Source: an optimization exercise on an open RTL-to-GDS flow (aim: small area and a short achievable clock period). Production flows keep margins and buffers that such runs may drop.
No functional check of the RTL was part of this run.
Power is estimated from default activity; no workload was simulated.

==> flow/design.v <==
module CPU(clk,rst,data_out,instr_out,instr_read,data_read,instr_addr,data_addr,data_write,data_in);
input             clk;
input             rst;
input      [31:0] data_out;
input      [31:0] instr_out;
output            instr_read;
output     [31:0] instr_addr;
output            data_read;
output     [31:0] data_addr;
output     [3:0]  data_write;
output     [31:0] data_in;
assign instr_read = 1'b1;
wire [31:0] ins = instr_out;
wire [6:0]  op  = ins[6:0];
wire [2:0]  f3  = ins[14:12];
wire [4:0]  rd  = ins[11:7];
wire [4:0]  rs1 = ins[19:15];
wire [4:0]  rs2 = ins[24:20];
wire is_lui   = (op == 7'b0110111);
wire is_auipc = (op == 7'b0010111);
wire is_jal   = (op == 7'b1101111);
wire is_jalr  = (op == 7'b1100111);
wire is_br    = (op == 7'b1100011);
wire is_ld    = (op == 7'b0000011);
wire is_st    = (op == 7'b0100011);
wire is_opi   = (op == 7'b0010011);
wire is_op    = (op == 7'b0110011);
wire [31:0] imm_i = {{20{ins[31]}}, ins[31:20]};
wire [31:0] imm_s = {{20{ins[31]}}, ins[31:25], ins[11:7]};
wire [31:0] imm_b = {{20{ins[31]}}, ins[7], ins[30:25], ins[11:8], 1'b0};
wire [31:0] imm_u = {ins[31:12], 12'b0};
wire [31:0] imm_j = {{12{ins[31]}}, ins[19:12], ins[20], ins[30:21], 1'b0};
reg  [31:0] pc;
reg  [31:0] rf [1:31];    
reg  [31:1] valid;        
assign instr_addr = pc;
reg [31:0] r1, r2;
integer i;
always @(*) begin
    r1 = 32'd0;
    r2 = 32'd0;
    for (i = 1; i < 32; i = i + 1) begin
        r1 = r1 | ({32{valid[i] && rs1 == i}} & rf[i]);
        r2 = r2 | ({32{valid[i] && rs2 == i}} & rf[i]);
    end
end
wire [31:0] addr = r1 + (is_st ? imm_s : imm_i);
assign data_addr = addr;
wire [1:0] idx = addr[1:0];
wire [31:0] pc_imm = is_jal ? imm_j : (is_br ? imm_b : imm_u);
wire [31:0] pc_rel = pc + pc_imm;       
wire [31:0] pc4    = pc + 32'd4;
wire [31:0] b   = is_opi ? imm_i : r2;
wire        sub = is_br | (f3 != 3'd0) | (is_op & ins[30]);
wire [32:0] as  = {1'b0, r1} + {1'b0, b ^ {32{sub}}} + {32'd0, sub};
wire [31:0] sum = as[31:0];
wire        ltu = ~as[32];
wire        lt  = (r1[31] ^ b[31]) ? r1[31] : sum[31];
wire        eq  = (sum == 32'd0);
wire [4:0]  shamt = b[4:0];
wire        shl   = ~f3[2];
wire        sfill = ins[30] & r1[31] & f3[2];
reg  [31:0] sh_in, sh_out_r;
always @(*) begin
    for (i = 0; i < 32; i = i + 1) sh_in[i] = shl ? r1[31-i] : r1[i];
end
wire [31:0] sh_r = $signed({sfill, sh_in}) >>> shamt;
always @(*) begin
    for (i = 0; i < 32; i = i + 1) sh_out_r[i] = shl ? sh_r[31-i] : sh_r[i];
end
reg [31:0] alu;
always @(*) begin
    case (f3)
        3'd0: alu = sum;
        3'd1: alu = sh_out_r;
        3'd2: alu = {31'd0, lt};
        3'd3: alu = {31'd0, ltu};
        3'd4: alu = r1 ^ b;
        3'd5: alu = sh_out_r;
        3'd6: alu = r1 | b;
        default: alu = r1 & b;
    endcase
end
reg cond;
always @(*) begin
    case (f3)
        3'd0: cond = eq;
        3'd1: cond = ~eq;
        3'd4: cond = lt;
        3'd5: cond = ~lt;
        3'd6: cond = ltu;
        3'd7: cond = ~ltu;
        default: cond = 1'b0;
    endcase
end
wire take = is_jal | is_jalr | (is_br & cond);
wire [31:0] target = is_jalr ? addr : pc_rel;
always @(posedge clk or posedge rst) begin
    if (rst) pc <= 32'd0;
    else     pc <= take ? target : pc4;
end
assign data_read = is_ld;
reg [3:0] strobe;
always @(*) begin
    strobe = 4'd0;
    if (is_st) begin
        case (f3)
            3'd0: strobe = 4'd1 << idx;
            3'd1: strobe = (idx == 2'd0) ? 4'b0011 : 4'b1100;
            3'd2: strobe = 4'b1111;
            default: strobe = 4'd0;
        endcase
    end
end
assign data_write = strobe;
assign data_in[7:0]   = r2[7:0];
assign data_in[15:8]  = (f3[1] | f3[0]) ? r2[15:8] : r2[7:0];
assign data_in[23:16] = f3[1] ? r2[23:16] : r2[7:0];
assign data_in[31:24] = f3[1] ? r2[31:24] : (f3[0] ? r2[15:8] : r2[7:0]);
reg [31:0] ldata;
reg [7:0]  lbyte;
reg [15:0] lhalf;
always @(*) begin
    case (idx)
        2'd0: lbyte = data_out[7:0];
        2'd1: lbyte = data_out[15:8];
        2'd2: lbyte = data_out[23:16];
        default: lbyte = data_out[31:24];
    endcase
    lhalf = (idx == 2'd0) ? data_out[15:0] : data_out[31:16];
    case (f3)
        3'd0: ldata = {{24{lbyte[7]}}, lbyte};
        3'd4: ldata = {24'd0, lbyte};
        3'd1: ldata = {{16{lhalf[15]}}, lhalf};
        3'd5: ldata = {16'd0, lhalf};
        3'd2: ldata = data_out;
        default: ldata = 32'd0;
    endcase
end
wire we = is_op | is_opi | is_ld | is_auipc | is_lui | is_jal | is_jalr;
reg [31:0] wd;
always @(*) begin
    if (is_ld)                wd = ldata;
    else if (is_jal | is_jalr) wd = pc4;
    else if (is_lui)          wd = imm_u;
    else if (is_auipc)        wd = pc_rel;
    else                      wd = alu;
end
always @(posedge clk) begin
    for (i = 1; i < 32; i = i + 1)
        if (we && rd == i) rf[i] <= wd;
end
always @(posedge clk or posedge rst) begin
    if (rst) valid <= 31'd0;
    else begin
        for (i = 1; i < 32; i = i + 1)
            if (we && rd == i) valid[i] <= 1'b1;
    end
end
endmodule
==> flow/run.sh <==
#!/bin/bash
# synth_recipe.tcl (not shown) runs the flow's synth.tcl, then flattens the netlist and writes it again
# the make line also repeats each setting of config.mk as NAME=value (left out here)
make -C /OpenROAD-flow-scripts/flow DESIGN_CONFIG=/design/flow/config.mk WORK_HOME=/design/flow/orfs CLKGATE_MAP_FILE= SYNTH_SCRIPT=/design/flow/synth_recipe.tcl finish
==> flow/config.mk <==
export PLATFORM = sky130hd
export DESIGN_NAME = CPU
export DESIGN_NICKNAME = CPU
export VERILOG_FILES = /design/flow/design.v
export SDC_FILE = /design/flow/constraint.sdc
export NUM_CORES = 4
export LEC_CHECK = 0
export CAP_MARGIN = 20
export CORE_MARGIN = 2
export CORE_UTILIZATION = 30
export PLACE_DENSITY = 0.5
export SETUP_SLACK_MARGIN = 0.5
export SLEW_MARGIN = 20
==> flow/constraint.sdc <==
create_clock -name core_clock -period 12.0 [get_ports {clk}]
set_input_delay 2.4000 -clock core_clock [delete_from_list [all_inputs] [get_ports {clk}]]
set_output_delay 2.4000 -clock core_clock [all_outputs]
set_load 0.01 [all_outputs]
==> notes.md <==
==> registers in the layout, summed over array words and instances, names as in the netlist <==
| signal | cells |
|---|---|
| rf | 992 |
| pc | 32 |
| valid | 31 |
==> kinds of logic after synthesis <==
logic type               synth area share (%)
XOR/XNOR                                 2.03
AO/OA/AOI/OAI                            18.1
flip-flops                               53.1
other                                 0.00635
adder cells (fa/ha/maj)                  3.43
multiplexers                             4.37
AND/OR/NAND/NOR                          15.4
buffers and inverters                    3.55
==> power by group <==
group / leakage [µW] / internal (µW) / switching [µW]
clock: 0.00200 / 2270 / 1660
sequential: 0.00986 / 4170 / 127
combinational: 0.0142 / 740 / 1490
total: 0.0261 / 7180 / 3280
==> cell usage after synthesis (18+ instances only) <==
cell type	number	share of area, %
a2111oi_0	92	1.4
buf_1	52	0.33
o211ai_1	25	0.32
o221ai_1	22	0.33
mux2i_1	133	2.3
nor2b_1	28	0.30
mux2_2	23	0.44
nor4_1	25	0.26
or2_2	41	0.43
and3b_1	19	0.28
and4_1	29	0.43
a221oi_1	42	0.62
inv_1	98	0.62
nand3_1	162	1.4
a22o_1	19	0.28
and2_1	35	0.37
a21oi_1	203	1.7
nand4_1	155	1.6
buf_2	39	0.33
nand3b_1	18	0.23
o22ai_1	33	0.35
a31oi_1	37	0.39
or4_1	21	0.27
and3_1	324	3.4
nand2_1	334	2.1
a21o_1	62	0.79
or3_1	46	0.49
a222oi_1	121	2.1
a211oi_1	27	0.34
a22oi_1	506	6.4
o21ai_0	125	1.1
nor2_1	286	1.8
nor3_1	134	1.1
nand2b_1	28	0.30
mux4_2	43	1.6
clkbuf_1	339	2.2
dfrtp_1	63	2.7
edfxtp_1	992	50
xor2_1	75	1.1
xnor2_1	62	0.92
ha_1	157	3.3
==> worst max-delay path, stage by stage <==
cell             delay, ns
clkdlybuf4s50_1       0.45
buf_4                 0.31
and3_2                0.69
and2_1                0.78
a22oi_1               0.26
nand4_1               0.17
or3_1                 0.23
ha_1                  0.30
o21a_1                0.14
a2111oi_0             0.43
buf_4                 0.19
o311a_1               0.21
o21ai_2               0.13
buf_4                 0.17
a21oi_1               0.15
buf_4                 0.14
o211ai_1              0.13
a211oi_1              0.40
o31ai_2               0.15
a21oi_1               0.17
nor2b_1               0.06
nor2_1                0.11
xnor2_1               0.15
clkdlybuf4s50_1       0.57
==> metrics by stage <==
stage | std cells | util (%) | total power, µW | instance area [µm²] | hold WS (ns)
6_report | 8338 | 36.3 | 10500 | 70800 | 0.558
5_1_grt | 8305 | 36.2 | 10700 | 70700 | 0.594
4_1_cts | 8291 | 36.2 | 10400 | 70600 | 0.565
3_5_place_dp | 8067 | 34.0 | 6520 | 66400 | 0.551
3_3_place_gp | 8066 | 34.0 | 6530 | 66400 | 0.561
2_1_floorplan | 5262 | - | 5420 | 59000 | 0.461
==> area by class of cell <==
class	instances	area [µm²]	share of cell area, %
Antenna cell	46	115	0.163
Clock buffer	135	3060	4.32
Clock inverter	89	1120	1.58
Inverter	102	384	0.543
Multi-Input combinational cell	3669	26200	37.0
Sequential cell	1055	31400	44.3
Tap cell	2624	3280	4.64
Timing Repair Buffer	618	5270	7.44
==> repair_timing <==
item / 4_1_cts / 5_1_grt
resized for setup: 7 / 14
setup buffers: 0 / 1
endpoints found under the setup margin: 11 / 5
pin swaps: 0 / 1
hold buffers: 0 / 0
==> metal layers <==
layer / vias to the layer above / part of all wire, %
li1: 21700 / -
met1: 28900 / 36
met2: 5317 / 42
met3: 1615 / 12
met4: 20 / 9.6
met5: - / 0.057
==> final timing paths <==
kind                                       to  slack [ns]  cells past startpoint
worst max-delay path            data_addr[31]        0.65                     24
worst min-delay path                valid[24]        0.56                      1
worst max register to register          pc[3]        3.80                     26
worst min register to register      valid[24]        0.56                      1
max in group asynchronous              pc[11]        8.87                      3
min in group asynchronous           valid[30]        1.94                      2
==> impl_metrics.yaml <==
outcome:
  status: "no timing/DRC/antenna violations"
sta:
  clock_skew_ns: 0.0758
  clock.fmax_mhz: 88.1
  finalHoldViolCount: 0
  period_share_pct: 94.6
  maxSlewViolCount: 0
  fin_crit_ns: 11.35
  finalSetupViolations: 0
  rsz0062_at_grt: "true"
  fin_ws_ns: 0.646
  max_slew_margin_pct: 12.6
  fin_setup_tns_ns: 0
  worst_slew_pin_slew_ns: 1.30
yosys:
  ys_warn_count: 2
  synthesis.nets: 5488
  syn_avg_cell_area_um2: 11.2
  ys_ff_latch: 1055
  seq_area_frac_synth_pct: 53.1
  synthCells: 5262
  synth_edf_count: 992
  synthArstFlopShare_pct: 5.97
  synth_area_mm2: 0.0590
  synth_ff_type: "edfxtp_1"
  synth.distinct_cells: 91
job:
  cap_violations: 0
final_layout:
  fillers: 19300
  final_nets: 5789
  final_cell_mix: "edfxtp_1 (992), a22oi_1 (506), buf_4 (433)"
  syn_to_final_growth_pct: 19.9
  final_common_cell: "edfxtp_1"
  final_layout_size_suffix_gt1_share_pct: 15.9
clocking:
  cts.clk_slew.worst_paths_ns: 0.06
  cts_sinks: 1055
  cts_buffers: 117
  htreeDepth: 3
  insertion_delay_ns: 0.83
  clock_path_buffers: 3
  cts_root_buf: "clkbuf_16"
  cts_tree: "done"
pwr:
  power_leakage_uw: 0.0261
  max-vdd-ir-drop_v: 0.000114
  powerDensity_mw_per_mm2: 148
routing:
  viasPerCell: 6.90
  wl_per_cell_um: 46.9
  ant_nets: 0
  drt-total-wl_um: 391000
  drt-initial-drc-count: 11100
  vias: 57600
  drc: 0
  drt-pass1-iter-count: 11
die:
  die_x_um: 448
  ioPinCount: 168
  die_y_um: 448
  coreArea_mm2: 0.195
  initial_core_util_pct: 30.2
  rows: 162
  die-area_mm2: 0.200
global_routing:
  antenna_found_initial: 45
  met3_usage_pct: 10.8
  grt_max_degree: 49
  grt_use_total_pct: 37.9
  busiest_layer: "met2"
  grt_util_met2_pct: 56.3
  grt_pass1_wl_um: 508000
  grt_pass1_vias: 53400
  gr-total-overflow: 0
  grt_use_met1_pct: 46.2
place:
  io_buffers: 166
  gp_congestion: 1.04
  place_ws_ns: 0.0904
  hpwl_um: 271000
worst_setup_path:
  timing.rr.start: "valid[30]"
  cp-end-kind: "output pin"
  start_kind: "primary input"
  crit_arrival_ns: 8.95
  crit_path_start: "instr_out[19]"
  crit_fanout: 22
  worstSetupPathType: "in2out"
  cp_data_required_time_ns: 9.60
min_path:
  hp-class: "reg2reg"
  min-delay-start: "valid[24]"

==> static timing again, ports no longer ideal <==
Ports are ideal in the flow. The routed layout listed here was re-timed in OpenROAD. Step 1 assumes that a clkbuf_16 drives the clock port and a buf_2 every other input. Step 2 also shifts input and output timing later by t, the mid clock arrival at the registers, as if the neighbouring blocks saw the same clock. Slacks: no drivers / after step 1 / after step 2; pairs: no drivers / after step 1.
t (ns): 0.875
setup slack, ns: 0.646 / 0.624 / 0.624
hold WS [ns]: 0.558 / 0.558 / 0.558
After both steps setup and hold are still met in this run. For this run, drivers alone change the setup slack by -0.022 ns; drivers and shift together by -0.022 ns.
